Context: an optimization exercise on an open-source flow, tuned for small area, a short achievable clock period and few clock cycles per item. The choices shown serve that exercise and are no tape-out recipe. Function was not checked in any run shown here: the RTL went through the layout flow alone.

## design.v

```verilog
module CordicAccelerator(
  input         clock,
  input         reset,
  input         cmd_valid,
  output        cmd_ready,
  input  [6:0]  cmd_funct,
  input  [4:0]  cmd_rd,
  input  [63:0] cmd_rs1,
  input  [63:0] cmd_rs2,
  output        resp_valid,
  input         resp_ready,
  output [4:0]  resp_rd,
  output [63:0] resp_data,
  output        busy
);
  function [31:0] addc(input [31:0] a, input [31:0] b, input c);
    reg [31:0] g, p, gg, pp, gn, pn;
    integer k, l;
    begin
      g = a & b;
      p = a ^ b;
      gg = g;
      pp = p;
      gg[0] = g[0] | (p[0] & c);
      pp[0] = 1'b0;
      gg[1] = g[1] | (p[1] & ~(~a[0] | ~b[0])) | (p[1] & p[0] & c);
      pp[1] = 1'b0;
      for (l = 0; l < 5; l = l + 1) begin
        gn = gg;
        pn = pp;
        for (k = 2; k < 32; k = k + 1)
          if (k[l]) begin
            gn[k] = gg[k] | (pp[k] & gg[((k >> l) << l) - 1]);
            pn[k] = pp[k] & pp[((k >> l) << l) - 1];
          end
        gg = gn;
        pp = pn;
      end
      addc = p ^ {gg[30:0], c};
    end
  endfunction
  function [31:0] suby(input [31:0] a, input [31:0] b, input m);
    reg [31:0] g, p, gg, pp, gn, pn;
    integer k, l;
    begin
      g = a & (~b | {32{m}});
      p = ~(a ^ (b & ~{32{m}}));
      gg = g;
      pp = p;
      gg[0] = g[0] | p[0];
      pp[0] = 1'b0;
      gg[1] = g[1] | (p[1] & a[0] & (~b[0] | m)) | (p[1] & p[0]);
      pp[1] = 1'b0;
      for (l = 0; l < 5; l = l + 1) begin
        gn = gg;
        pn = pp;
        for (k = 2; k < 32; k = k + 1)
          if (k[l]) begin
            gn[k] = gg[k] | (pp[k] & gg[((k >> l) << l) - 1]);
            pn[k] = pp[k] & pp[((k >> l) << l) - 1];
          end
        gg = gn;
        pp = pn;
      end
      suby = p ^ {gg[30:0], 1'b1};
    end
  endfunction
  wire recirc;    
  wire [31:0] res;
  wire [4:0] end_rd;
  wire take;      
  assign cmd_ready = take;
  wire accept = cmd_valid & take;
  wire [31:0] z0 = cmd_rs2[31:0];
  wire z0_fits = (z0[31:17] == {15{z0[31]}});
  wire [17:0] zc0 = z0_fits ? z0[17:0] : {z0[31], {17{~z0[31]}}};
  wire d1 = zc0[17];
  wire [17:0] zs2 = d1 ? zc0 + 18'd51472 : zc0 - 18'd51472;
  wire [16:0] z3 = (zs2[17:16] == {2{zs2[17]}}) ? zs2[16:0] : {zs2[17], {16{~zs2[17]}}};
  wire d6 = z0[31] ? ($signed(z0) < -32'sd51472) : ($signed(z0) < 32'sd51472);
  wire [31:0] x4 = cmd_rs1[31:0];
  wire [31:0] yt5 = ((cmd_rs1[31:0] ^ {32{d1}}) + {31'd0, d1}) ^ {32{~d6}};
  wire c2_7 = $signed(z0) < 32'sd81858;
  wire c2_8 = $signed(z0) < 32'sd21086;
  wire c2_9 = $signed(z0) < -32'sd21086;
  wire c2_10 = $signed(z0) < -32'sd81858;
  wire d11 = z0[31] ? (d6 ? c2_10 : c2_9) : (d6 ? c2_8 : c2_7);
  reg [31:0] p1_x, p1_y;
  reg [17:0] p1_z;
  reg p1_d1, p1_d2;
  reg [4:0] p1_rd;
  reg p1_fn, p1_dn, p1_v;
  always @(posedge clock) begin
    if (reset) p1_v <= 1'b0;
    else p1_v <= accept | recirc;
    p1_x <= recirc ? res : x4;
    p1_y <= recirc ? {32{~d6}} : yt5;
    p1_z <= zc0;
    p1_rd <= recirc ? end_rd : cmd_rd;
    p1_fn <= ~recirc & cmd_funct[0];
    p1_dn <= recirc;
    p1_d1 <= d6;
    p1_d2 <= d11;
  end
  wire [18:0] zk12 = p1_z[17] ? (p1_d1 ? (p1_d2 ? 19'sd97913 : 19'sd65803) : (p1_d2 ? 19'sd37141 : 19'sd5031)) : (p1_d1 ? (p1_d2 ? -19'sd5031 : -19'sd37141) : (p1_d2 ? -19'sd65803 : -19'sd97913));
  wire [18:0] zs13 = {p1_z[17], p1_z} + zk12;
  wire [14:0] z14 = (zs13[18:14] == {5{zs13[18]}}) ? zs13[14:0] : {zs13[18], {14{~zs13[18]}}};
  wire [31:0] ys17 = $signed(p1_y) >>> 1;
  wire [31:0] xs18 = $signed(p1_x) >>> 1;
  wire [31:0] x15 = addc(p1_x, ys17, ~p1_d1);
  wire [31:0] xg20 = xs18 & {32{~p1_dn}};
  wire [31:0] u19 = suby(p1_y, xs18, p1_dn);
  wire [31:0] yt16 = u19 ^ {32{p1_d1 ^ p1_d2}};
  reg [31:0] p2_x, p2_y;
  reg [4:0] p2_rd;
  reg p2_fn, p2_dn, p2_v;
  reg p2_d;
  reg [14:0] p2_z;
  always @(posedge clock) begin
    if (reset) p2_v <= 1'b0;
    else p2_v <= p1_v;
    p2_x <= x15;
    p2_y <= yt16;
    p2_rd <= p1_rd;
    p2_fn <= p1_fn;
    p2_dn <= p1_dn;
    p2_d <= p1_d2;
    p2_z <= z14;
  end
  wire [14:0] zs21 = p2_z[14] ? p2_z + 15'd8150 : p2_z - 15'd8150;
  wire [13:0] z22 = (zs21[14:13] == {2{zs21[14]}}) ? zs21[13:0] : {zs21[14], {13{~zs21[14]}}};
  wire [31:0] ys25 = $signed(p2_y) >>> 2;
  wire [31:0] xs26 = $signed(p2_x) >>> 2;
  wire [31:0] x23 = addc(p2_x, ys25, ~p2_d);
  wire [31:0] xg28 = xs26 & {32{~p2_dn}};
  wire [31:0] u27 = suby(p2_y, xs26, p2_dn);
  wire [31:0] yt24 = u27 ^ {32{p2_d ^ p2_z[14]}};
  reg [31:0] p3_x, p3_y;
  reg [4:0] p3_rd;
  reg p3_fn, p3_dn, p3_v;
  reg p3_d;
  reg [13:0] p3_z;
  always @(posedge clock) begin
    if (reset) p3_v <= 1'b0;
    else p3_v <= p2_v;
    p3_x <= x23;
    p3_y <= yt24;
    p3_rd <= p2_rd;
    p3_fn <= p2_fn;
    p3_dn <= p2_dn;
    p3_d <= p2_z[14];
    p3_z <= z22;
  end
  wire [13:0] zs29 = p3_z[13] ? p3_z + 14'd4091 : p3_z - 14'd4091;
  wire [12:0] z30 = (zs29[13:12] == {2{zs29[13]}}) ? zs29[12:0] : {zs29[13], {12{~zs29[13]}}};
  wire [31:0] ys33 = $signed(p3_y) >>> 3;
  wire [31:0] xs34 = $signed(p3_x) >>> 3;
  wire [31:0] x31 = addc(p3_x, ys33, ~p3_d);
  wire [31:0] xg36 = xs34 & {32{~p3_dn}};
  wire [31:0] u35 = suby(p3_y, xs34, p3_dn);
  wire [31:0] yt32 = u35 ^ {32{p3_d ^ p3_z[13]}};
  reg [31:0] p4_x, p4_y;
  reg [4:0] p4_rd;
  reg p4_fn, p4_dn, p4_v;
  reg p4_d;
  reg [12:0] p4_z;
  always @(posedge clock) begin
    if (reset) p4_v <= 1'b0;
    else p4_v <= p3_v;
    p4_x <= x31;
    p4_y <= yt32;
    p4_rd <= p3_rd;
    p4_fn <= p3_fn;
    p4_dn <= p3_dn;
    p4_d <= p3_z[13];
    p4_z <= z30;
  end
  wire [12:0] zs37 = p4_z[12] ? p4_z + 13'd2047 : p4_z - 13'd2047;
  wire [11:0] z38 = (zs37[12:11] == {2{zs37[12]}}) ? zs37[11:0] : {zs37[12], {11{~zs37[12]}}};
  wire [31:0] ys41 = $signed(p4_y) >>> 4;
  wire [31:0] xs42 = $signed(p4_x) >>> 4;
  wire [31:0] x39 = addc(p4_x, ys41, ~p4_d);
  wire [31:0] xg44 = xs42 & {32{~p4_dn}};
  wire [31:0] u43 = suby(p4_y, xs42, p4_dn);
  wire [31:0] yt40 = u43 ^ {32{p4_d ^ p4_z[12]}};
  reg [31:0] p5_x, p5_y;
  reg [4:0] p5_rd;
  reg p5_fn, p5_dn, p5_v;
  reg p5_d;
  reg [11:0] p5_z;
  always @(posedge clock) begin
    if (reset) p5_v <= 1'b0;
    else p5_v <= p4_v;
    p5_x <= x39;
    p5_y <= yt40;
    p5_rd <= p4_rd;
    p5_fn <= p4_fn;
    p5_dn <= p4_dn;
    p5_d <= p4_z[12];
    p5_z <= z38;
  end
  wire [11:0] zs45 = p5_z[11] ? p5_z + 12'd1024 : p5_z - 12'd1024;
  wire [10:0] z46 = (zs45[11:10] == {2{zs45[11]}}) ? zs45[10:0] : {zs45[11], {10{~zs45[11]}}};
  wire [31:0] ys49 = $signed(p5_y) >>> 5;
  wire [31:0] xs50 = $signed(p5_x) >>> 5;
  wire [31:0] x47 = addc(p5_x, ys49, ~p5_d);
  wire [31:0] xg52 = xs50 & {32{~p5_dn}};
  wire [31:0] u51 = suby(p5_y, xs50, p5_dn);
  wire [31:0] yt48 = u51 ^ {32{p5_d ^ p5_z[11]}};
  reg [31:0] p6_x, p6_y;
  reg [4:0] p6_rd;
  reg p6_fn, p6_dn, p6_v;
  reg p6_d;
  reg [10:0] p6_z;
  always @(posedge clock) begin
    if (reset) p6_v <= 1'b0;
    else p6_v <= p5_v;
    p6_x <= x47;
    p6_y <= yt48;
    p6_rd <= p5_rd;
    p6_fn <= p5_fn;
    p6_dn <= p5_dn;
    p6_d <= p5_z[11];
    p6_z <= z46;
  end
  wire [10:0] zs53 = p6_z[10] ? p6_z + 11'd512 : p6_z - 11'd512;
  wire [9:0] z54 = (zs53[10:9] == {2{zs53[10]}}) ? zs53[9:0] : {zs53[10], {9{~zs53[10]}}};
  wire [31:0] ys57 = $signed(p6_y) >>> 6;
  wire [31:0] xs58 = $signed(p6_x) >>> 6;
  wire [31:0] x55 = addc(p6_x, ys57, ~p6_d);
  wire [31:0] xg60 = xs58 & {32{~p6_dn}};
  wire [31:0] u59 = suby(p6_y, xs58, p6_dn);
  wire [31:0] yt56 = u59 ^ {32{p6_d ^ p6_z[10]}};
  reg [31:0] p7_x, p7_y;
  reg [4:0] p7_rd;
  reg p7_fn, p7_dn, p7_v;
  reg p7_d;
  reg [9:0] p7_z;
  always @(posedge clock) begin
    if (reset) p7_v <= 1'b0;
    else p7_v <= p6_v;
    p7_x <= x55;
    p7_y <= yt56;
    p7_rd <= p6_rd;
    p7_fn <= p6_fn;
    p7_dn <= p6_dn;
    p7_d <= p6_z[10];
    p7_z <= z54;
  end
  wire [9:0] zs61 = p7_z[9] ? p7_z + 10'd256 : p7_z - 10'd256;
  wire [8:0] z62 = (zs61[9:8] == {2{zs61[9]}}) ? zs61[8:0] : {zs61[9], {8{~zs61[9]}}};
  wire [31:0] ys65 = $signed(p7_y) >>> 7;
  wire [31:0] xs66 = $signed(p7_x) >>> 7;
  wire [31:0] x63 = addc(p7_x, ys65, ~p7_d);
  wire [31:0] xg68 = xs66 & {32{~p7_dn}};
  wire [31:0] u67 = suby(p7_y, xs66, p7_dn);
  wire [31:0] yt64 = u67 ^ {32{p7_d ^ p7_z[9]}};
  reg [31:0] p8_x, p8_y;
  reg [4:0] p8_rd;
  reg p8_fn, p8_dn, p8_v;
  reg p8_d;
  reg [8:0] p8_z;
  always @(posedge clock) begin
    if (reset) p8_v <= 1'b0;
    else p8_v <= p7_v;
    p8_x <= x63;
    p8_y <= yt64;
    p8_rd <= p7_rd;
    p8_fn <= p7_fn;
    p8_dn <= p7_dn;
    p8_d <= p7_z[9];
    p8_z <= z62;
  end
  wire [8:0] zs69 = p8_z[8] ? p8_z + 9'd128 : p8_z - 9'd128;
  wire [7:0] z70 = (zs69[8:7] == {2{zs69[8]}}) ? zs69[7:0] : {zs69[8], {7{~zs69[8]}}};
  wire [31:0] ys73 = $signed(p8_y) >>> 8;
  wire [31:0] xs74 = $signed(p8_x) >>> 8;
  wire [31:0] x71 = addc(p8_x, ys73, ~p8_d);
  wire [31:0] xg76 = xs74 & {32{~p8_dn}};
  wire [31:0] u75 = suby(p8_y, xs74, p8_dn);
  wire [31:0] yt72 = u75 ^ {32{p8_d ^ p8_z[8]}};
  reg [31:0] p9_x, p9_y;
  reg [4:0] p9_rd;
  reg p9_fn, p9_dn, p9_v;
  reg p9_d;
  reg [7:0] p9_z;
  always @(posedge clock) begin
    if (reset) p9_v <= 1'b0;
    else p9_v <= p8_v;
    p9_x <= x71;
    p9_y <= yt72;
    p9_rd <= p8_rd;
    p9_fn <= p8_fn;
    p9_dn <= p8_dn;
    p9_d <= p8_z[8];
    p9_z <= z70;
  end
  wire [7:0] zs77 = p9_z[7] ? p9_z + 8'd64 : p9_z - 8'd64;
  wire [6:0] z78 = (zs77[7:6] == {2{zs77[7]}}) ? zs77[6:0] : {zs77[7], {6{~zs77[7]}}};
  wire [31:0] ys81 = $signed(p9_y) >>> 9;
  wire [31:0] xs82 = $signed(p9_x) >>> 9;
  wire [31:0] x79 = addc(p9_x, ys81, ~p9_d);
  wire [31:0] xg84 = xs82 & {32{~p9_dn}};
  wire [31:0] u83 = suby(p9_y, xs82, p9_dn);
  wire [31:0] yt80 = u83 ^ {32{p9_d ^ p9_z[7]}};
  reg [31:0] p10_x, p10_y;
  reg [4:0] p10_rd;
  reg p10_fn, p10_dn, p10_v;
  reg p10_d;
  reg [6:0] p10_z;
  always @(posedge clock) begin
    if (reset) p10_v <= 1'b0;
    else p10_v <= p9_v;
    p10_x <= x79;
    p10_y <= yt80;
    p10_rd <= p9_rd;
    p10_fn <= p9_fn;
    p10_dn <= p9_dn;
    p10_d <= p9_z[7];
    p10_z <= z78;
  end
  wire [6:0] zs85 = p10_z[6] ? p10_z + 7'd32 : p10_z - 7'd32;
  wire [5:0] z86 = (zs85[6:5] == {2{zs85[6]}}) ? zs85[5:0] : {zs85[6], {5{~zs85[6]}}};
  wire [31:0] ys89 = $signed(p10_y) >>> 10;
  wire [31:0] xs90 = $signed(p10_x) >>> 10;
  wire [31:0] x87 = addc(p10_x, ys89, ~p10_d);
  wire [31:0] xg92 = xs90 & {32{~p10_dn}};
  wire [31:0] u91 = suby(p10_y, xs90, p10_dn);
  wire [31:0] yt88 = u91 ^ {32{p10_d ^ p10_z[6]}};
  reg [31:0] p11_x, p11_y;
  reg [4:0] p11_rd;
  reg p11_fn, p11_dn, p11_v;
  reg p11_d;
  reg [5:0] p11_z;
  always @(posedge clock) begin
    if (reset) p11_v <= 1'b0;
    else p11_v <= p10_v;
    p11_x <= x87;
    p11_y <= yt88;
    p11_rd <= p10_rd;
    p11_fn <= p10_fn;
    p11_dn <= p10_dn;
    p11_d <= p10_z[6];
    p11_z <= z86;
  end
  wire [5:0] zs93 = p11_z[5] ? p11_z + 6'd16 : p11_z - 6'd16;
  wire [4:0] z94 = (zs93[5:4] == {2{zs93[5]}}) ? zs93[4:0] : {zs93[5], {4{~zs93[5]}}};
  wire [31:0] ys97 = $signed(p11_y) >>> 11;
  wire [31:0] xs98 = $signed(p11_x) >>> 11;
  wire [31:0] x95 = addc(p11_x, ys97, ~p11_d);
  wire [31:0] xg100 = xs98 & {32{~p11_dn}};
  wire [31:0] u99 = suby(p11_y, xs98, p11_dn);
  wire [31:0] yt96 = u99 ^ {32{p11_d ^ p11_z[5]}};
  reg [31:0] p12_x, p12_y;
  reg [4:0] p12_rd;
  reg p12_fn, p12_dn, p12_v;
  reg p12_d;
  reg [4:0] p12_z;
  always @(posedge clock) begin
    if (reset) p12_v <= 1'b0;
    else p12_v <= p11_v;
    p12_x <= x95;
    p12_y <= yt96;
    p12_rd <= p11_rd;
    p12_fn <= p11_fn;
    p12_dn <= p11_dn;
    p12_d <= p11_z[5];
    p12_z <= z94;
  end
  wire [4:0] zs101 = p12_z[4] ? p12_z + 5'd8 : p12_z - 5'd8;
  wire [3:0] z102 = (zs101[4:3] == {2{zs101[4]}}) ? zs101[3:0] : {zs101[4], {3{~zs101[4]}}};
  wire [31:0] ys105 = $signed(p12_y) >>> 12;
  wire [31:0] xs106 = $signed(p12_x) >>> 12;
  wire [31:0] x103 = addc(p12_x, ys105, ~p12_d);
  wire [31:0] xg108 = xs106 & {32{~p12_dn}};
  wire [31:0] u107 = suby(p12_y, xs106, p12_dn);
  wire [31:0] yt104 = u107 ^ {32{p12_d ^ p12_z[4]}};
  reg [31:0] p13_x, p13_y;
  reg [4:0] p13_rd;
  reg p13_fn, p13_dn, p13_v;
  reg p13_d;
  reg [3:0] p13_z;
  always @(posedge clock) begin
    if (reset) p13_v <= 1'b0;
    else p13_v <= p12_v;
    p13_x <= x103;
    p13_y <= yt104;
    p13_rd <= p12_rd;
    p13_fn <= p12_fn;
    p13_dn <= p12_dn;
    p13_d <= p12_z[4];
    p13_z <= z102;
  end
  wire [3:0] zs109 = p13_z[3] ? p13_z + 4'd4 : p13_z - 4'd4;
  wire [2:0] z110 = (zs109[3:2] == {2{zs109[3]}}) ? zs109[2:0] : {zs109[3], {2{~zs109[3]}}};
  wire [31:0] ys113 = $signed(p13_y) >>> 13;
  wire [31:0] xs114 = $signed(p13_x) >>> 13;
  wire [31:0] x111 = addc(p13_x, ys113, ~p13_d);
  wire [31:0] xg116 = xs114 & {32{~p13_dn}};
  wire [31:0] u115 = suby(p13_y, xs114, p13_dn);
  wire [31:0] yt112 = u115 ^ {32{p13_d ^ p13_z[3]}};
  reg [31:0] p14_x, p14_y;
  reg [4:0] p14_rd;
  reg p14_fn, p14_dn, p14_v;
  reg p14_d;
  reg [2:0] p14_z;
  always @(posedge clock) begin
    if (reset) p14_v <= 1'b0;
    else p14_v <= p13_v;
    p14_x <= x111;
    p14_y <= yt112;
    p14_rd <= p13_rd;
    p14_fn <= p13_fn;
    p14_dn <= p13_dn;
    p14_d <= p13_z[3];
    p14_z <= z110;
  end
  wire [2:0] zs117 = p14_z[2] ? p14_z + 3'd2 : p14_z - 3'd2;
  wire [1:0] z118 = (zs117[2:1] == {2{zs117[2]}}) ? zs117[1:0] : {zs117[2], {1{~zs117[2]}}};
  wire [31:0] ys121 = $signed(p14_y) >>> 14;
  wire [31:0] xs122 = $signed(p14_x) >>> 14;
  wire [31:0] x119 = addc(p14_x, ys121, ~p14_d);
  wire [31:0] xg124 = xs122 & {32{~p14_dn}};
  wire [31:0] u123 = suby(p14_y, xs122, p14_dn);
  wire [31:0] yt120 = u123 ^ {32{p14_d ^ p14_z[2]}};
  reg [31:0] p15_x, p15_y;
  reg [4:0] p15_rd;
  reg p15_fn, p15_dn, p15_v;
  reg p15_d;
  reg [1:0] p15_z;
  always @(posedge clock) begin
    if (reset) p15_v <= 1'b0;
    else p15_v <= p14_v;
    p15_x <= x119;
    p15_y <= yt120;
    p15_rd <= p14_rd;
    p15_fn <= p14_fn;
    p15_dn <= p14_dn;
    p15_d <= p14_z[2];
    p15_z <= z118;
  end
  wire [1:0] zs125 = p15_z[1] ? p15_z + 2'd1 : p15_z - 2'd1;
  wire z126 = zs125[1];
  wire [31:0] ys129 = $signed(p15_y) >>> 15;
  wire [31:0] xs130 = $signed(p15_x) >>> 15;
  wire [31:0] x127 = addc(p15_x, ys129, ~p15_d);
  wire [31:0] xg132 = xs130 & {32{~p15_dn}};
  wire [31:0] u131 = suby(p15_y, xs130, p15_dn);
  wire [31:0] yt128 = u131 ^ {32{p15_d ^ p15_z[1]}};
  reg [31:0] p16_x, p16_y;
  reg [4:0] p16_rd;
  reg p16_fn, p16_dn, p16_v;
  reg p16_d;
  reg p16_z;
  always @(posedge clock) begin
    if (reset) p16_v <= 1'b0;
    else p16_v <= p15_v;
    p16_x <= x127;
    p16_y <= yt128;
    p16_rd <= p15_rd;
    p16_fn <= p15_fn;
    p16_dn <= p15_dn;
    p16_d <= p15_z[1];
    p16_z <= z126;
  end
  wire [31:0] ys135 = $signed(p16_y) >>> 16;
  wire [31:0] xs136 = $signed(p16_x) >>> 16;
  wire [31:0] x133 = addc(p16_x, ys135, ~p16_d);
  wire [31:0] xg138 = xs136 & {32{~p16_dn}};
  wire [31:0] u137 = suby(p16_y, xs136, p16_dn);
  wire [31:0] yt134 = u137 ^ {32{p16_d ^ p16_z}};
  reg [31:0] p17_x, p17_y;
  reg [4:0] p17_rd;
  reg p17_fn, p17_dn, p17_v;
  reg p17_d;
  always @(posedge clock) begin
    if (reset) p17_v <= 1'b0;
    else p17_v <= p16_v;
    p17_x <= x133;
    p17_y <= yt134;
    p17_rd <= p16_rd;
    p17_fn <= p16_fn;
    p17_dn <= p16_dn;
    p17_d <= p16_z;
  end
  wire [31:0] ys141 = $signed(p17_y) >>> 17;
  wire [31:0] xs142 = $signed(p17_x) >>> 17;
  wire [31:0] x139 = addc(p17_x, ys141, ~p17_d);
  wire [31:0] xg144 = xs142 & {32{~p17_dn}};
  wire [31:0] u143 = suby(p17_y, xs142, p17_dn);
  wire [31:0] yt140 = u143 ^ {32{p17_d ^ p17_d}};
  reg [31:0] p18_x, p18_y;
  reg [4:0] p18_rd;
  reg p18_fn, p18_dn, p18_v;
  reg p18_d;
  always @(posedge clock) begin
    if (reset) p18_v <= 1'b0;
    else p18_v <= p17_v;
    p18_x <= x139;
    p18_y <= yt140;
    p18_rd <= p17_rd;
    p18_fn <= p17_fn;
    p18_dn <= p17_dn;
    p18_d <= p17_d;
  end
  wire [31:0] ys147 = $signed(p18_y) >>> 18;
  wire [31:0] xs148 = $signed(p18_x) >>> 18;
  wire [31:0] x145 = addc(p18_x, ys147, ~p18_d);
  wire [31:0] xg150 = xs148 & {32{~p18_dn}};
  wire [31:0] u149 = suby(p18_y, xs148, p18_dn);
  wire [31:0] yt146 = u149 ^ {32{p18_d ^ p18_d}};
  reg [31:0] p19_x, p19_y;
  reg [4:0] p19_rd;
  reg p19_fn, p19_dn, p19_v;
  reg p19_d;
  always @(posedge clock) begin
    if (reset) p19_v <= 1'b0;
    else p19_v <= p18_v;
    p19_x <= x145;
    p19_y <= yt146;
    p19_rd <= p18_rd;
    p19_fn <= p18_fn;
    p19_dn <= p18_dn;
    p19_d <= p18_d;
  end
  wire [31:0] ys153 = $signed(p19_y) >>> 19;
  wire [31:0] xs154 = $signed(p19_x) >>> 19;
  wire [31:0] x151 = addc(p19_x, ys153, ~p19_d);
  wire [31:0] xg156 = xs154 & {32{~p19_dn}};
  wire [31:0] u155 = suby(p19_y, xs154, p19_dn);
  wire [31:0] yt152 = u155 ^ {32{p19_d ^ p19_d}};
  reg [31:0] p20_x, p20_y;
  reg [4:0] p20_rd;
  reg p20_fn, p20_dn, p20_v;
  reg p20_d;
  always @(posedge clock) begin
    if (reset) p20_v <= 1'b0;
    else p20_v <= p19_v;
    p20_x <= x151;
    p20_y <= yt152;
    p20_rd <= p19_rd;
    p20_fn <= p19_fn;
    p20_dn <= p19_dn;
    p20_d <= p19_d;
  end
  wire [31:0] ys159 = $signed(p20_y) >>> 20;
  wire [31:0] xs160 = $signed(p20_x) >>> 20;
  wire [31:0] x157 = addc(p20_x, ys159, ~p20_d);
  wire [31:0] xg162 = xs160 & {32{~p20_dn}};
  wire [31:0] u161 = suby(p20_y, xs160, p20_dn);
  wire [31:0] yt158 = u161 ^ {32{p20_d ^ p20_d}};
  reg [31:0] p21_x, p21_y;
  reg [4:0] p21_rd;
  reg p21_fn, p21_dn, p21_v;
  reg p21_d;
  always @(posedge clock) begin
    if (reset) p21_v <= 1'b0;
    else p21_v <= p20_v;
    p21_x <= x157;
    p21_y <= yt158;
    p21_rd <= p20_rd;
    p21_fn <= p20_fn;
    p21_dn <= p20_dn;
    p21_d <= p20_d;
  end
  wire [31:0] ys165 = $signed(p21_y) >>> 21;
  wire [31:0] xs166 = $signed(p21_x) >>> 21;
  wire [31:0] x163 = addc(p21_x, ys165, ~p21_d);
  wire [31:0] xg168 = xs166 & {32{~p21_dn}};
  wire [31:0] u167 = suby(p21_y, xs166, p21_dn);
  wire [31:0] yt164 = u167 ^ {32{p21_d ^ p21_d}};
  reg [31:0] p22_x, p22_y;
  reg [4:0] p22_rd;
  reg p22_fn, p22_dn, p22_v;
  reg p22_d;
  always @(posedge clock) begin
    if (reset) p22_v <= 1'b0;
    else p22_v <= p21_v;
    p22_x <= x163;
    p22_y <= yt164;
    p22_rd <= p21_rd;
    p22_fn <= p21_fn;
    p22_dn <= p21_dn;
    p22_d <= p21_d;
  end
  wire [31:0] ys171 = $signed(p22_y) >>> 22;
  wire [31:0] xs172 = $signed(p22_x) >>> 22;
  wire [31:0] x169 = addc(p22_x, ys171, ~p22_d);
  wire [31:0] xg174 = xs172 & {32{~p22_dn}};
  wire [31:0] u173 = suby(p22_y, xs172, p22_dn);
  wire [31:0] yt170 = u173 ^ {32{p22_d ^ p22_d}};
  reg [31:0] p23_x, p23_y;
  reg [4:0] p23_rd;
  reg p23_fn, p23_dn, p23_v;
  reg p23_d;
  always @(posedge clock) begin
    if (reset) p23_v <= 1'b0;
    else p23_v <= p22_v;
    p23_x <= x169;
    p23_y <= yt170;
    p23_rd <= p22_rd;
    p23_fn <= p22_fn;
    p23_dn <= p22_dn;
    p23_d <= p22_d;
  end
  wire [31:0] ys177 = $signed(p23_y) >>> 23;
  wire [31:0] xs178 = $signed(p23_x) >>> 23;
  wire [31:0] x175 = addc(p23_x, ys177, ~p23_d);
  wire [31:0] xg180 = xs178 & {32{~p23_dn}};
  wire [31:0] u179 = suby(p23_y, xs178, p23_dn);
  wire [31:0] yt176 = u179 ^ {32{p23_d ^ p23_d}};
  reg [31:0] p24_x, p24_y;
  reg [4:0] p24_rd;
  reg p24_fn, p24_dn, p24_v;
  reg p24_d;
  always @(posedge clock) begin
    if (reset) p24_v <= 1'b0;
    else p24_v <= p23_v;
    p24_x <= x175;
    p24_y <= yt176;
    p24_rd <= p23_rd;
    p24_fn <= p23_fn;
    p24_dn <= p23_dn;
    p24_d <= p23_d;
  end
  wire [31:0] ys183 = $signed(p24_y) >>> 24;
  wire [31:0] xs184 = $signed(p24_x) >>> 24;
  wire [31:0] x181 = addc(p24_x, ys183, ~p24_d);
  wire [31:0] xg186 = xs184 & {32{~p24_dn}};
  wire [31:0] u185 = suby(p24_y, xs184, p24_dn);
  wire [31:0] yt182 = u185 ^ {32{p24_d ^ p24_d}};
  reg [31:0] p25_x, p25_y;
  reg [4:0] p25_rd;
  reg p25_fn, p25_dn, p25_v;
  reg p25_d;
  always @(posedge clock) begin
    if (reset) p25_v <= 1'b0;
    else p25_v <= p24_v;
    p25_x <= x181;
    p25_y <= yt182;
    p25_rd <= p24_rd;
    p25_fn <= p24_fn;
    p25_dn <= p24_dn;
    p25_d <= p24_d;
  end
  wire [31:0] ys189 = $signed(p25_y) >>> 25;
  wire [31:0] xs190 = $signed(p25_x) >>> 25;
  wire [31:0] x187 = addc(p25_x, ys189, ~p25_d);
  wire [31:0] xg192 = xs190 & {32{~p25_dn}};
  wire [31:0] u191 = suby(p25_y, xs190, p25_dn);
  wire [31:0] yt188 = u191 ^ {32{p25_d ^ p25_d}};
  reg [31:0] p26_x, p26_y;
  reg [4:0] p26_rd;
  reg p26_fn, p26_dn, p26_v;
  reg p26_d;
  always @(posedge clock) begin
    if (reset) p26_v <= 1'b0;
    else p26_v <= p25_v;
    p26_x <= x187;
    p26_y <= yt188;
    p26_rd <= p25_rd;
    p26_fn <= p25_fn;
    p26_dn <= p25_dn;
    p26_d <= p25_d;
  end
  wire [31:0] ys195 = $signed(p26_y) >>> 26;
  wire [31:0] xs196 = $signed(p26_x) >>> 26;
  wire [31:0] x193 = addc(p26_x, ys195, ~p26_d);
  wire [31:0] xg198 = xs196 & {32{~p26_dn}};
  wire [31:0] u197 = suby(p26_y, xs196, p26_dn);
  wire [31:0] yt194 = u197 ^ {32{p26_d ^ p26_d}};
  reg [31:0] p27_x, p27_y;
  reg [4:0] p27_rd;
  reg p27_fn, p27_dn, p27_v;
  reg p27_d;
  always @(posedge clock) begin
    if (reset) p27_v <= 1'b0;
    else p27_v <= p26_v;
    p27_x <= x193;
    p27_y <= yt194;
    p27_rd <= p26_rd;
    p27_fn <= p26_fn;
    p27_dn <= p26_dn;
    p27_d <= p26_d;
  end
  wire [31:0] ys201 = $signed(p27_y) >>> 27;
  wire [31:0] xs202 = $signed(p27_x) >>> 27;
  wire [31:0] x199 = addc(p27_x, ys201, ~p27_d);
  wire [31:0] xg204 = xs202 & {32{~p27_dn}};
  wire [31:0] u203 = suby(p27_y, xs202, p27_dn);
  wire [31:0] yt200 = u203 ^ {32{p27_d ^ p27_d}};
  reg [31:0] p28_x, p28_y;
  reg [4:0] p28_rd;
  reg p28_fn, p28_dn, p28_v;
  reg p28_d;
  always @(posedge clock) begin
    if (reset) p28_v <= 1'b0;
    else p28_v <= p27_v;
    p28_x <= x199;
    p28_y <= yt200;
    p28_rd <= p27_rd;
    p28_fn <= p27_fn;
    p28_dn <= p27_dn;
    p28_d <= p27_d;
  end
  wire [31:0] ys207 = $signed(p28_y) >>> 28;
  wire [31:0] xs208 = $signed(p28_x) >>> 28;
  wire [31:0] x205 = addc(p28_x, ys207, ~p28_d);
  wire [31:0] xg210 = xs208 & {32{~p28_dn}};
  wire [31:0] u209 = suby(p28_y, xs208, p28_dn);
  wire [31:0] yt206 = u209 ^ {32{p28_d ^ p28_d}};
  reg [31:0] p29_x, p29_y;
  reg [4:0] p29_rd;
  reg p29_fn, p29_dn, p29_v;
  reg p29_d;
  always @(posedge clock) begin
    if (reset) p29_v <= 1'b0;
    else p29_v <= p28_v;
    p29_x <= x205;
    p29_y <= yt206;
    p29_rd <= p28_rd;
    p29_fn <= p28_fn;
    p29_dn <= p28_dn;
    p29_d <= p28_d;
  end
  wire [31:0] ys213 = $signed(p29_y) >>> 29;
  wire [31:0] xs214 = $signed(p29_x) >>> 29;
  wire [31:0] x211 = addc(p29_x, ys213, ~p29_d);
  wire [31:0] xg216 = xs214 & {32{~p29_dn}};
  wire [31:0] u215 = suby(p29_y, xs214, p29_dn);
  wire [31:0] yt212 = u215 ^ {32{p29_d ^ p29_d}};
  reg [31:0] p30_x, p30_y;
  reg [4:0] p30_rd;
  reg p30_fn, p30_dn, p30_v;
  reg p30_d;
  always @(posedge clock) begin
    if (reset) p30_v <= 1'b0;
    else p30_v <= p29_v;
    p30_x <= x211;
    p30_y <= yt212;
    p30_rd <= p29_rd;
    p30_fn <= p29_fn;
    p30_dn <= p29_dn;
    p30_d <= p29_d;
  end
  wire [31:0] ys219 = $signed(p30_y) >>> 30;
  wire [31:0] xs220 = $signed(p30_x) >>> 30;
  wire [31:0] x217 = addc(p30_x, ys219, ~p30_d);
  wire [31:0] xg222 = xs220 & {32{~p30_dn}};
  wire [31:0] u221 = suby(p30_y, xs220, p30_dn);
  wire [31:0] yt218 = u221 ^ {32{p30_d ^ p30_d}};
  reg [31:0] p31_x, p31_y;
  reg [4:0] p31_rd;
  reg p31_fn, p31_dn, p31_v;
  reg p31_d;
  always @(posedge clock) begin
    if (reset) p31_v <= 1'b0;
    else p31_v <= p30_v;
    p31_x <= x217;
    p31_y <= yt218;
    p31_rd <= p30_rd;
    p31_fn <= p30_fn;
    p31_dn <= p30_dn;
    p31_d <= p30_d;
  end
  wire [31:0] y31 = p31_y ^ {32{~p31_d}};
  wire [31:0] exi = p31_x + 32'd1;
  wire [31:0] exn = ~p31_x + 32'd1;
  wire [31:0] exd = ~exn;   
  wire [31:0] eys = (p31_y + 32'd1) ^ {32{~p31_d}};
  wire [31:0] exs = p31_d ? exd : exi;
  assign res = p31_fn ? (p31_x[31] ? eys : y31) : (y31[31] ? exs : p31_x);
  assign end_rd = p31_rd;
  wire end_v = p31_v;
  reg [31:0] h_data;
  reg [4:0] h_rd;
  reg hv, busy_r;
  reg blocked;
  reg [4:0] wait_n;
  wire wait_0 = (wait_n == 5'd0);
  wire h_free = ~hv | resp_ready;
  wire push = end_v & h_free & (~blocked | wait_0);
  assign recirc = end_v & ~push;
  assign take = ~recirc & ~blocked;
  wire hv_n = push | (hv & ~resp_ready);
  wire inflight_n = hv_n |
      (accept | recirc) |
      p1_v |
      p2_v |
      p3_v |
      p4_v |
      p5_v |
      p6_v |
      p7_v |
      p8_v |
      p9_v |
      p10_v |
      p11_v |
      p12_v |
      p13_v |
      p14_v |
      p15_v |
      p16_v |
      p17_v |
      p18_v |
      p19_v |
      p20_v |
      p21_v |
      p22_v |
      p23_v |
      p24_v |
      p25_v |
      p26_v |
      p27_v |
      p28_v |
      p29_v |
      p30_v;
  always @(posedge clock) begin
    if (reset) begin
      hv <= 1'b0;
      busy_r <= 1'b0;
      blocked <= 1'b0;
    end else begin
      hv <= hv_n;
      busy_r <= inflight_n;
      if (recirc & (~blocked | wait_0))
        blocked <= 1'b1;
      else if (push & blocked)
        blocked <= 1'b0;
    end
    if (recirc & (~blocked | wait_0))
      wait_n <= 5'd30;
    else
      wait_n <= wait_n - 5'd1;
    if (push) begin
      h_data <= res;
      h_rd <= end_rd;
    end
  end
  assign resp_valid = hv;
  assign resp_rd = h_rd;
  assign resp_data = {32'h0, h_data};
  assign busy = busy_r;
endmodule
```

## run.sh

```bash
#!/bin/bash
# synth_recipe.tcl (not shown) runs the flow's synth.tcl, then flattens the netlist and writes it again
# the make line also repeats each setting of config.mk as NAME=value (left out here)
make -C /OpenROAD-flow-scripts/flow DESIGN_CONFIG=/design/flow/config.mk WORK_HOME=/design/flow/orfs CLKGATE_MAP_FILE= SYNTH_SCRIPT=/design/flow/synth_recipe.tcl finish
```

## config.mk

```make
export PLATFORM = sky130hd
export DESIGN_NAME = CordicAccelerator
export DESIGN_NICKNAME = CordicAccelerator
export VERILOG_FILES = /design/flow/design.v
export SDC_FILE = /design/flow/constraint.sdc
export NUM_CORES = 8
export LEC_CHECK = 0
export CAP_MARGIN = 20
export CORE_MARGIN = 2
export CORE_UTILIZATION = 60
export CTS_BUF_LIST = sky130_fd_sc_hd__clkbuf_8 sky130_fd_sc_hd__clkbuf_16
export CTS_CLUSTER_DIAMETER = 80
export CTS_CLUSTER_SIZE = 30
export GPL_ROUTABILITY_DRIVEN = 0
export SETUP_SLACK_MARGIN = 2.5
export SLEW_MARGIN = 20
```

## constraint.sdc

```tcl
create_clock -name core_clock -period 6.0 [get_ports {clock}]
set_input_delay 1.2000 -clock core_clock [delete_from_list [all_inputs] [get_ports {clock}]]
set_output_delay 1.2000 -clock core_clock [all_outputs]
set_load 0.01 [all_outputs]
```

==> impl_metrics.csv, run 1 <==
group,metric,value,unit
run_status,outcome,"finished clean",
place,place_ws,1.394,ns
die,core,227900,um2
critical_path,slowest_stage,"dfxtp_2",
global_route,met3_usage,2.904,%
critical_path,critPathKind,"flip-flop to output port",
clocking,clkTransAtPathRegs,0.11,ns
global_route,grt_first_pass_wirelength,508400,um
synth,synth_area_leaders,"dfxtp_1 (35%), ha_1 (17%), xnor2_1 (9.6%)",
hold_path,hp-start,"p5_rd[0]$_DFF_P_",
clocking,insertion_delay,0.84,ns
synth,ys_warn_count,1,
timing,drv_slew,0,
flow_run,drv_cap,0,
drt,drt_iter0_drc,4940,
timing,hold_violations,0,
hold_path,hp-class,"flip-flop to flip-flop",
global_route,grt_max_degree,57,
layout,syn2layout_area_growth,9.903,%
global_route,grtUsageTotal,26.38,%
global_route,grt_util_met2,45.35,%
synth,avgSynthCellArea,9.920,um2
clocking,cts.sinks,2446,
die,start_util,60.46,%
critical_path,start_kind,"flip-flop",
drt,viasPerCell,5.637,
global_route,busiest_layer,"met2",
layout,drive_gt1_share,6.977,%
critical_path,r2r-start,"p1_d2$_DFF_P_",
clocking,cts_max_level,4,
timing,slew_headroom,25.43,%
synth,ys.flop_type,"dfxtp_1",
layout,nFillCells,17894,
layout,final_cells,17332,
hold_path,min_path_cells,0,
critical_path,path_depth,11,
timing,tightest_slew,1.107,ns
global_route,overflow,0,
synth,synth_cell_type_count,93,
critical_path,reg2reg_depth,16,
critical_path,cp.arrival,2.40,ns
synth,ys_ff_latch,2446,
timing,layout_min_cycle_time,3.600,ns
place,io_buffers,113,
clocking,cts_inserted_buffers,137,
die,num_rows,175,
critical_path,crit_start,"wait_n[0]$_SDFF_PP0_",
critical_path,cp.required,4.80,ns
drt,route.vias.total,97707,
timing,fin_crit_sh,60.00,%
clocking,clk_path_buf_depth,3,
synth,synth_edf_count,37,
timing,tns,0,ns
drt,drt_first_pass_iters,5,
die,pin_count,216,
global_route,antenna_found_initial,10,
synth,async_reset_ff_share,0,%
timing,fin_skew,0.04769,ns
die,die_w,483.2,um
critical_path,slowest_delay,0.34,ns
critical_path,end_kind,"output port",
timing,rsz0062_at_grt,"true",
drt,post_drt_wl_per_cell,18.28,um
drt,ant_nets,0,
clocking,root_buffer,"clkbuf_16",
drt,wl,316800,um
layout,finish.utilization,66.44,%
timing,worst_slack,2.400,ns
layout,fin_nets,16550,
synth,netlist_area,137800,um2
critical_path,cp_top_family,"compound AO/OA/AOI/OAI gates",
global_route,grt_pass1_vias,98905,
critical_path,cp_common_cell,"inv_2",
die,die_h,483.2,um
clocking,cts_tree,"yes",
place,placed_cells,16910,
critical_path,worstPathMaxFanout,2,
global_route,use_met1,35.16,%
critical_path,crit_chain,"inv_2, ha_4, inv_2, o41ai_4, nand2_2, a21oi_4, buf_12, nand2b_4, inv_4, nor2_4, buf_6",
drt,drc,0,
timing,setup_violations,0,
place,hpwl,248600,um
critical_path,cp_num_buf_inv,5,
clocking,holdBufCountCts,0,
synth,synth_top_area_cell,"dfxtp_1",
synth,synth_top_area_share,35.00,%
synth,yosysSeqAreaShare,35.80,%
die,dieArea,233500,um2
synth,syn-instance-count,13891,
timing,fmax,277.8,MHz
-- logic make-up after synthesis --
| kind of cell | synth area share (%) |
|---|---|
| buf+inv | 2.159 |
| xor+xnor | 13.98 |
| compound gates | 14.32 |
| flops | 35.80 |
| fa+ha+maj | 21.47 |
| mux | 0.3514 |
| other cells | 0.002721 |
| simple gates | 11.91 |
-- final cells by class --
class	count	area, um2	area share (%)
multi-input cells	10720	88070	58.15
clock inverters	104	1287	0.8501
repair buffers	321	2948	1.946
flip-flops and latches	2446	49480	32.67
clock buffers	148	3659	2.416
diodes	4	10.01	0.006609
inverters	576	2193	1.448
repair inverters	4	27.53	0.01818
well taps	3009	3765	2.486
-- layer usage --
metal  vias to the layer above  wire length (um)
met2                      1512            149800
met3                       467             11150
met5                         -                13
met4                         2              8789
met1                     46593            147100
li1                      49133                 -
-- cells in the mapped netlist, drive strengths merged (30+ instances only) --
cell and n:
o211ai 38, nand2 531, nor3 290, and3 90, nand2b 621, a211oi 111, o21a 221, clkbuf 127
ha 1926, and2 101, and4 41, nor2b 259, fa 274, xor2 689, nand3 199, or3 59
dfxtp 2409, or2 34, nor2 814, a31oi 71, o2111ai 45, inv 575, a221o 43, edfxtp 37
a31o 61, o31ai 32, o21ai 484, o21bai 100, a41o 30, a21boi 45, buf 56, a21oi 898
a21o 655, nand4 92, xnor2 1508
-- placed cells by master, fill, tap and decap left out, types with 30 or more instances in the layout --
master and n:
o2111ai_1 37, a21oi_2 44, nand4_1 92, inv_1 574
clkbuf_16 145, a41o_1 30, nand2_1 526, dfxtp_1 2348
o21ai_1 63, a21o_1 655, a211oi_1 84, and2_1 99
o211ai_1 38, o21ai_0 396, a31o_2 58, conb_1 32
o21a_1 219, buf_4 177, clkdlybuf4s50_1 101, nor2_1 802
ha_1 1897, and4_1 41, fa_1 274, or2_2 33
xor2_1 671, or3_1 57, a31oi_1 47, and3_1 90
dfxtp_2 33, a21boi_0 35, a221o_1 43, o21bai_1 97
edfxtp_1 37, xnor2_1 1505, nor3_1 284, nor2b_1 250
nand3_1 198, a21oi_1 838, nand2b_1 599
-- final timing paths --
path | slack (ns) | endpoint
worst max-delay path | 2.40 | cmd_ready
worst min-delay path | 0.33 | p6_rd[0]$_DFF_P_
worst max register to register | 2.47 | p2_z[10]$_DFF_P_
worst min register to register | 0.33 | p6_rd[0]$_DFF_P_
-- per-stage QoR --
stage               instance area, um2  hold WS, ns
finish                          151400       0.3276
global route                    151400       0.3288
detailed placement              142900       0.3121
CTS                             149700       0.3276
floorplan                       138200       0.3096
global placement                142900       0.3095
-- timing repair --
| action | in CTS | in global routing |
|---|---|---|
| pin swaps | 58 | 95 |
| cloned | 5 | 6 |
| endpoints found under the setup margin | 439 | 260 |
| gates resized for setup | 294 | 279 |
| buffers inserted | 74 | 81 |
==> run 2, diff against run 1 <==
--- a/design.v
+++ b/design.v
@@ -74,17 +74,18 @@
   wire [31:0] z0 = cmd_rs2[31:0];
   wire z0_fits = (z0[31:17] == {15{z0[31]}});
   wire [17:0] zc0 = z0_fits ? z0[17:0] : {z0[31], {17{~z0[31]}}};
-  wire d1 = zc0[17];
+  wire d1 = z0[31];
   wire [17:0] zs2 = d1 ? zc0 + 18'd51472 : zc0 - 18'd51472;
   wire [16:0] z3 = (zs2[17:16] == {2{zs2[17]}}) ? zs2[16:0] : {zs2[17], {16{~zs2[17]}}};
   wire d6 = z0[31] ? ($signed(z0) < -32'sd51472) : ($signed(z0) < 32'sd51472);
   wire [31:0] x4 = cmd_rs1[31:0];
-  wire [31:0] yt5 = ((cmd_rs1[31:0] ^ {32{d1}}) + {31'd0, d1}) ^ {32{~d6}};
-  wire c2_7 = $signed(z0) < 32'sd81858;
-  wire c2_8 = $signed(z0) < 32'sd21086;
-  wire c2_9 = $signed(z0) < -32'sd21086;
-  wire c2_10 = $signed(z0) < -32'sd81858;
-  wire d11 = z0[31] ? (d6 ? c2_10 : c2_9) : (d6 ? c2_8 : c2_7);
+  wire [31:0] ng7 = ~cmd_rs1[31:0] + 32'd1;
+  wire [31:0] yt5 = d1 ? (d6 ? ng7 : ~ng7) : (d6 ? cmd_rs1[31:0] : ~cmd_rs1[31:0]);
+  wire c2_8 = $signed(z0) < 32'sd81858;
+  wire c2_9 = $signed(z0) < 32'sd21086;
+  wire c2_10 = $signed(z0) < -32'sd21086;
+  wire c2_11 = $signed(z0) < -32'sd81858;
+  wire d12 = z0[31] ? (d6 ? c2_11 : c2_10) : (d6 ? c2_9 : c2_8);
   reg [31:0] p1_x, p1_y;
   reg [17:0] p1_z;
   reg p1_d1, p1_d2;
@@ -100,11 +101,10 @@
     p1_fn <= ~recirc & cmd_funct[0];
     p1_dn <= recirc;
     p1_d1 <= d6;
-    p1_d2 <= d11;
+    p1_d2 <= d12;
   end
-  wire [18:0] zk12 = p1_z[17] ? (p1_d1 ? (p1_d2 ? 19'sd97913 : 19'sd65803) : (p1_d2 ? 19'sd37141 : 19'sd5031)) : (p1_d1 ? (p1_d2 ? -19'sd5031 : -19'sd37141) : (p1_d2 ? -19'sd65803 : -19'sd97913));
-  wire [18:0] zs13 = {p1_z[17], p1_z} + zk12;
-  wire [14:0] z14 = (zs13[18:14] == {5{zs13[18]}}) ? zs13[14:0] : {zs13[18], {14{~zs13[18]}}};
+  wire [18:0] zk13 = p1_z[17] ? (p1_d1 ? (p1_d2 ? 19'sd97913 : 19'sd65803) : (p1_d2 ? 19'sd37141 : 19'sd5031)) : (p1_d1 ? (p1_d2 ? -19'sd5031 : -19'sd37141) : (p1_d2 ? -19'sd65803 : -19'sd97913));
+  wire [18:0] zs14 = {p1_z[17], p1_z} + zk13;
   wire [31:0] ys17 = $signed(p1_y) >>> 1;
   wire [31:0] xs18 = $signed(p1_x) >>> 1;
   wire [31:0] x15 = addc(p1_x, ys17, ~p1_d1);
@@ -115,7 +115,7 @@
   reg [4:0] p2_rd;
   reg p2_fn, p2_dn, p2_v;
   reg p2_d;
-  reg [14:0] p2_z;
+  reg [18:0] p2_z;
   always @(posedge clock) begin
     if (reset) p2_v <= 1'b0;
     else p2_v <= p1_v;
@@ -125,16 +125,16 @@
     p2_fn <= p1_fn;
     p2_dn <= p1_dn;
     p2_d <= p1_d2;
-    p2_z <= z14;
+    p2_z <= zs14;
   end
-  wire [14:0] zs21 = p2_z[14] ? p2_z + 15'd8150 : p2_z - 15'd8150;
-  wire [13:0] z22 = (zs21[14:13] == {2{zs21[14]}}) ? zs21[13:0] : {zs21[14], {13{~zs21[14]}}};
+  wire [18:0] zs21 = p2_z[18] ? p2_z + 19'd8150 : p2_z - 19'd8150;
+  wire [13:0] z22 = (zs21[18:13] == {6{zs21[18]}}) ? zs21[13:0] : {zs21[18], {13{~zs21[18]}}};
   wire [31:0] ys25 = $signed(p2_y) >>> 2;
   wire [31:0] xs26 = $signed(p2_x) >>> 2;
   wire [31:0] x23 = addc(p2_x, ys25, ~p2_d);
   wire [31:0] xg28 = xs26 & {32{~p2_dn}};
   wire [31:0] u27 = suby(p2_y, xs26, p2_dn);
-  wire [31:0] yt24 = u27 ^ {32{p2_d ^ p2_z[14]}};
+  wire [31:0] yt24 = u27 ^ {32{p2_d ^ p2_z[18]}};
   reg [31:0] p3_x, p3_y;
   reg [4:0] p3_rd;
   reg p3_fn, p3_dn, p3_v;
@@ -148,7 +148,7 @@
     p3_rd <= p2_rd;
     p3_fn <= p2_fn;
     p3_dn <= p2_dn;
-    p3_d <= p2_z[14];
+    p3_d <= p2_z[18];
     p3_z <= z22;
   end
   wire [13:0] zs29 = p3_z[13] ? p3_z + 14'd4091 : p3_z - 14'd4091;
@@ -781,7 +781,7 @@
   wire h_free = ~hv | resp_ready;
   wire push = end_v & h_free & (~blocked | wait_0);
   assign recirc = end_v & ~push;
-  assign take = ~recirc & ~blocked;
+  assign take = ~blocked & (~end_v | h_free);   
   wire hv_n = push | (hv & ~resp_ready);
   wire inflight_n = hv_n |
       (accept | recirc) |
==> impl_metrics.csv, run 2 <==
group,metric,value,unit
clocking,cts.sinks,2450,
layout,final_cell_mix,"dfxtp_1 (2,351), ha_1 (1,910), xnor2_1 (1,490), a21oi_1 (861), nor2_1 (787)",
layout,fin_nets,16517,
critical_path,reg2reg_to,"p5_z[0]$_DFF_P_",
timing,drv_slew,0,
timing,layout_min_cycle_time,3.517,ns
critical_path,critPathKind,"flip-flop to flip-flop",
drt,viasPerCell,5.678,
critical_path,reg2reg_slack,2.48,ns
timing,fin_crit_sh,58.61,%
critical_path,slowest_delay,0.67,ns
synth,synth_top_area_cell,"dfxtp_1",
run_status,outcome,"finished clean",
critical_path,crit_chain,"inv_1, fa_1, nor2b_1, o21ai_1, nand2_1, a21oi_1, o21bai_1, a21o_1, a21o_1, a31oi_1, o21ai_1, nand2_1, a21oi_1",
global_route,use_met1,35.49,%
global_route,grtUsageTotal,26.42,%
timing,fin_skew,0.03732,ns
timing,rsz0062_at_grt,"true",
timing,slew_headroom,20.08,%
die,start_util,60.47,%
timing,hold_ws,0.3259,ns
clocking,cts_tree,"yes",
layout,layout_commonest_cell,"dfxtp_1",
clocking,cts_max_level,4,
die,core,227900,um2
synth,synth_area_leaders,"dfxtp_1 (35%), ha_1 (18%), xnor2_1 (9.5%)",
global_route,busiest_layer,"met2",
timing,worst_slack,2.483,ns
synth,netlist_area,137800,um2
synth,yosysSeqAreaShare,35.85,%
clocking,clkTransAtPathRegs,0.11,ns
synth,synth_edf_count,37,
critical_path,end_kind,"flip-flop",
die,pin_count,216,
place,place_ws,1.672,ns
synth,synth_common_cells,"dfxtp_1 (2,413), ha_1 (1,929), xnor2_1 (1,491)",
synth,yosysMostFrequentCell,"dfxtp_1",
clocking,root_buffer,"clkbuf_16",
timing,hold_violations,0,
clocking,insertion_delay,0.85,ns
timing,setup_violations,0,
critical_path,start_kind,"flip-flop",
clocking,cts_inserted_buffers,141,
global_route,grt_max_degree,59,
critical_path,cp_num_buf_inv,1,
synth,synth_top_area_share,35.05,%
clocking,clk_path_buf_depth,3,
drt,post_drt_wl_per_cell,18.35,um
drt,route.vias.total,98190,
critical_path,crit_start,"p4_z[12]$_DFF_P_",
flow_run,drv_cap,0,
drt,drt_iter0_drc,5144,
timing,fmax,284.4,MHz
drt,drt_first_pass_iters,6,
synth,ys.flop_type,"dfxtp_1",
place,io_buffers,113,
global_route,antenna_found_initial,6,
global_route,grt_util_met2,45.84,%
layout,drive_gt1_share,5.888,%
global_route,grt_first_pass_wirelength,508900,um
timing,tns,0,ns
critical_path,cp.required,6.66,ns
drt,ant_nets,0,
drt,drc,0,
critical_path,cp_top_family,"compound AO/OA/AOI/OAI gates",
critical_path,endpoint,"p5_z[0]$_DFF_P_",
timing,tightest_slew,1.186,ns
die,die_h,483.3,um
layout,syn2layout_area_growth,9.297,%
critical_path,path_depth,13,
die,num_rows,175,
synth,async_reset_ff_share,0,%
synth,ys_ff_latch,2450,
global_route,overflow,0,
die,dieArea,233600,um2
critical_path,reg2reg_depth,13,
layout,final_area,150600,um2
critical_path,slowest_stage,"a21oi_1",
synth,ys_warn_count,1,
clocking,holdBufCountCts,0,
hold_path,hp-class,"flip-flop to flip-flop",
global_route,grt_pass1_vias,99366,
synth,synth_cell_type_count,101,
place,placed_cell_area,142800,um2
critical_path,cp.arrival,4.18,ns
drt,wl,317200,um
die,die_w,483.3,um
synth,avgSynthCellArea,9.918,um2
critical_path,r2r-start,"p4_z[12]$_DFF_P_",
place,hpwl,249800,um
global_route,met3_usage,2.776,%
synth,syn-instance-count,13898,
critical_path,worstPathMaxFanout,13,
-- run 2: area by class of cell --
cell class / count / area, um2
Sequential cell: 2450 / 49570
Tap cell: 3009 / 3765
Clock inverter: 108 / 1345
Clock buffer: 148 / 3681
Antenna cell: 1 / 2.502
Multi-Input combinational cell: 10783 / 87860
Inverter: 533 / 2008
Fill cell: 18242 / 77290
Timing Repair Buffer: 261 / 2421
-- run 2: how the worst min path moves through the flow --
stage,depth (start not counted),slack [ns],startpoint,to
2_1_floorplan,0,0.31,p9_fn$_DFF_P_,p10_fn$_DFF_P_
3_3_place_gp,0,0.31,p2_rd[0]$_DFF_P_,p3_rd[0]$_DFF_P_
3_5_place_dp,0,0.31,p10_rd[3]$_DFF_P_,p11_rd[3]$_DFF_P_
4_1_cts,0,0.33,p13_rd[0]$_DFF_P_,p14_rd[0]$_DFF_P_
5_1_grt,0,0.33,p5_z[4]$_DFF_P_,p6_z[4]$_DFF_P_
6_report,0,0.33,p15_fn$_DFF_P_,p16_fn$_DFF_P_
-- run 2: worst reg2reg max path: stages, from the launching register on --
cell,delay [ns]
dfxtp_2,0.54
inv_1,0.15
fa_1,0.42
nor2b_1,0.13
o21ai_1,0.10
nand2_1,0.08
a21oi_1,0.06
o21bai_1,0.20
a21o_1,0.14
a21o_1,0.14
a31oi_1,0.13
o21ai_1,0.29
nand2_1,0.28
a21oi_1,0.67
-- run 2: stage by stage --
stage                     utilization (%)  cells
after floorplan                         -  13929
after CTS                           65.23  17214
final                               66.09  17293
after detailed placement            62.64  16928
after global placement              62.64  16928
after global routing                66.09  17293
-- run 2: cell families (layout without fill, tap and decap cells) --
group	count (synthesis)	in the layout	share of synthesized area (%)
adders and majority gates	2203	2203	21.49
muxes	22	22	0.1707
xor gates and xnor gates	2182	2182	13.88
other	1	33	0.002721
and+or+nand+nor	3365	3369	12.45
AOI/OAI and AO/OA	2973	2975	14.15
buffers and inverters	702	1050	2.003
DFF	2450	2450	35.85
-- run 2: repair_timing --
| action | CTS | global route |
|---|---|---|
| endpoints found under the hold margin | 0 | 0 |
| endpoints found under the setup margin | 344 | 263 |
| pin swaps | 23 | 88 |
| buffers inserted | 26 | 73 |
| resized for setup | 178 | 261 |
| cloned | 4 | 4 |
-- run 2: metal layers --
layer	share of wire [%]	vias to the layer above
met2	48	1592
met3	3.9	393
li1	-	49189
met5	0.0085	-
met1	46	47012
met4	2.0	4
==> run 3, diff against run 2 <==
--- a/config.mk
+++ b/config.mk
@@ -12,5 +12,5 @@
 export CTS_CLUSTER_DIAMETER = 80
 export CTS_CLUSTER_SIZE = 30
 export GPL_ROUTABILITY_DRIVEN = 0
-export SETUP_SLACK_MARGIN = 2.5
+export SETUP_SLACK_MARGIN = 2.8
 export SLEW_MARGIN = 20
==> impl_metrics.csv, run 3 <==
group,metric,value,unit
drt,wl_met2,157700,um
synth,synthAdderAreaFrac,21.49,%
critical_path,worstPathMaxFanout,6,
timing,drv_slew,0,
place,placed_cells,16914,
critical_path,start_kind,"flip-flop",
flow_run,drv_cap,0,
drt,wl_met3,14630,um
synth,synth-simple-area-share,12.45,%
clocking,root_buffer,"clkbuf_16",
die,num_rows,175,
die,die_w,483.3,um
drt,wl_met1,151300,um
global_route,overflow,0,
synth,netlist_area,137800,um2
die,core,227900,um2
die,die_h,483.3,um
hold_path,min_path_cells,0,
timing,slew_headroom,29.02,%
global_route,grtUsageTotal,27.08,%
layout,final_cell_mix,"dfxtp_1 (2,297), ha_1 (1,809), xnor2_1 (1,490), nor2_1 (781), a21oi_1 (753)",
clocking,clk_path_buf_depth,3,
global_route,antenna_found_initial,10,
timing,setup_violations,0,
synth,ys_ff_latch,2450,
layout,drive_gt1_share,11.03,%
clocking,cts.sinks,2450,
drt,ant_nets,0,
layout,fin_nets,16789,
clocking,insertion_delay,0.85,ns
run_status,outcome,"finished clean",
critical_path,reg2reg_depth,13,
synth,synth_top_area_share,35.05,%
timing,tns,0,ns
drt,viasPerCell,5.706,
synth,synth_top_area_cell,"dfxtp_1",
critical_path,end_kind,"flip-flop",
clocking,clkTransAtPathRegs,0.10,ns
clocking,cts_inserted_buffers,139,
clocking,cts_max_level,4,
critical_path,r2r-start,"p22_dn$_DFF_P_",
critical_path,critPathKind,"flip-flop to flip-flop",
drt,highest_layer,"met5",
clocking,cts_tree,"yes",
place,hpwl,249000,um
drt,wl,330500,um
synth,async_reset_ff_share,0,%
timing,fmax,297.6,MHz
hold_path,hp-class,"flip-flop to flip-flop",
layout,final_cells,17573,
place,io_buffers,113,
timing,tightest_slew,1.054,ns
synth,ys.flop_type,"dfxtp_1",
synth,avgSynthCellArea,9.918,um2
synth,yosysMostFrequentCell,"dfxtp_1",
drt,drt_first_pass_iters,5,
synth,synth_top_family_by_area,"adder cells",
clocking,holdBufCountCts,0,
hold_path,min_to,"p6_z[2]$_DFF_P_",
drt,post_drt_wl_per_cell,18.81,um
timing,fin_crit_sh,56.01,%
synth,synth-xor-area-share,13.88,%
synth,yosysSeqAreaShare,35.85,%
synth,syn-instance-count,13898,
critical_path,reg2reg_slack,2.64,ns
layout,layout_commonest_cell,"dfxtp_1",
critical_path,cp.arrival,4.09,ns
timing,rsz0062_at_grt,"true",
die,start_util,60.47,%
layout,syn2layout_area_growth,13.70,%
die,pin_count,216,
drt,drt_iter0_drc,5371,
critical_path,cp.required,6.73,ns
drt,drc,0,
critical_path,reg2reg_to,"p23_y[31]$_DFF_P_",
hold_path,hp-start,"p5_z[2]$_DFF_P_",
drt,route.vias.total,100267,
synth,synth_cell_type_count,101,
synth,synthMuxAreaShare,0.1707,%
global_route,grt_max_degree,59,
synth,synth_common_cells,"dfxtp_1 (2,413), ha_1 (1,929), xnor2_1 (1,491)",
synth,synth_area_leaders,"dfxtp_1 (35%), ha_1 (18%), xnor2_1 (9.5%)",
global_route,grt_first_pass_wirelength,521600,um
synth,ys_warn_count,1,
timing,hold_violations,0,
timing,fin_skew,0.03363,ns
synth,synth-compound-area-share,14.15,%
synth,synth_edf_count,37,
global_route,grt_pass1_vias,101761,
timing,layout_min_cycle_time,3.361,ns
die,dieArea,233600,um2
run 3: worst max path at each step:
stage / from / endpoint / slack [ns] / cells after the start
after CTS: p22_dn$_DFF_P_ / p23_y[31]$_DFF_P_ / 2.66 / 13
after floorplan: cmd_rs1[8] / p1_y[29]$_DFF_P_ / 2.53 / 9
after detailed placement: cmd_rs1[6] / p1_y[29]$_DFF_P_ / 1.81 / 10
after global placement: cmd_rs1[6] / p1_y[29]$_DFF_P_ / 1.87 / 10
final: p22_dn$_DFF_P_ / p23_y[31]$_DFF_P_ / 2.64 / 13
after global routing: p22_dn$_DFF_P_ / p23_y[31]$_DFF_P_ / 2.55 / 13
run 3: cell type report:
cell class                 count  area (um2)
sequential                  2450       49720
fill                       17458       71210
antenna                        6       15.01
clock inverter               104        1247
multi-input combinational  10796       91610
clock buffer                 153        3761
inverter                     533        2008
tap                         3009        3765
timing repair buffer         522        4599
run 3: timing repair:
| item | 4_1_cts | 5_1_grt |
|---|---|---|
| pin swaps | 150 | 326 |
| gates resized for setup | 518 | 630 |
| setup endpoints to repair | 664 | 411 |
| cloned | 16 | 6 |
| setup buffers | 163 | 210 |
run 3: worst max-delay path: stages, from the launching register on:
cell and delay [ns]:
dfxtp_4 0.43, nand2b_4 0.29, ha_4 0.25, a21o_1 0.16
a21o_1 0.19, a21oi_2 0.16, o21ai_2 0.11, or4b_1 0.48
a31o_1 0.21, o21a_1 0.20, o31a_1 0.28, o21a_1 0.19
nor2_1 0.11, xnor2_1 0.17
run 3: per-layer routing:
| layer | track usage (%) | vias up |
|---|---|---|
| met5 | 0 | - |
| met2 | 46.75 | 1755 |
| met3 | 3.046 | 429 |
| met1 | 36.41 | 48324 |
| li1 | - | 49753 |
| met4 | 5.902 | 6 |
run 3: cell families after synthesis:
| kind of cell | after synthesis |
|---|---|
| simple gates | 3365 |
| compound gates | 2973 |
| flops | 2450 |
| fa+ha+maj | 2203 |
| xor+xnor | 2182 |
| buf+inv | 702 |
| mux | 22 |
| other cells | 1 |
run 3: stage by stage:
stage	util (%)	hold WS [ns]	area [um2]	worst slack, ns
3_5_place_dp	62.64	0.3121	142800	1.809
2_1_floorplan	-	0.3096	138100	2.533
5_1_grt	68.75	0.3042	156700	2.553
6_report	68.76	0.3057	156700	2.639
3_3_place_gp	62.64	0.3098	142800	1.875
4_1_cts	66.54	0.3048	151700	2.655

[static timing again, ports no longer ideal]
The flow's constraints put no driver on any port. The routed layouts listed below were extracted and timed again, unchanged, in two steps.
Step 1 sets driving cells, clkbuf_16 on the clock port and buf_2 on the other inputs (assumed; they add their load-dependent delay and slew).
Step 2 times the ports against the registers' clock, not the clock port: input delays grow and output delays shrink by t, the midpoint of the rising clock arrivals with the driver on.
Three values: ideal ports, drivers, drivers and shift; two values: the first two.
run	t, ns	setup slack, ns	worst setup path at the end	worst register clock-pin slew, ns
run 1	0.908	2.400 / 2.307 / 1.690	input to register	0.11 / 0.11
run 2	0.924	2.483 / 2.483 / 1.685	input to register	0.11 / 0.11
run 3	0.922	2.639 / 2.639 / 1.968	input to register	0.12 / 0.12
After both steps every run listed still meets setup and hold. For run 2, which loses most, drivers alone change the setup slack by 0.000 ns; drivers and shift together by -0.798 ns.
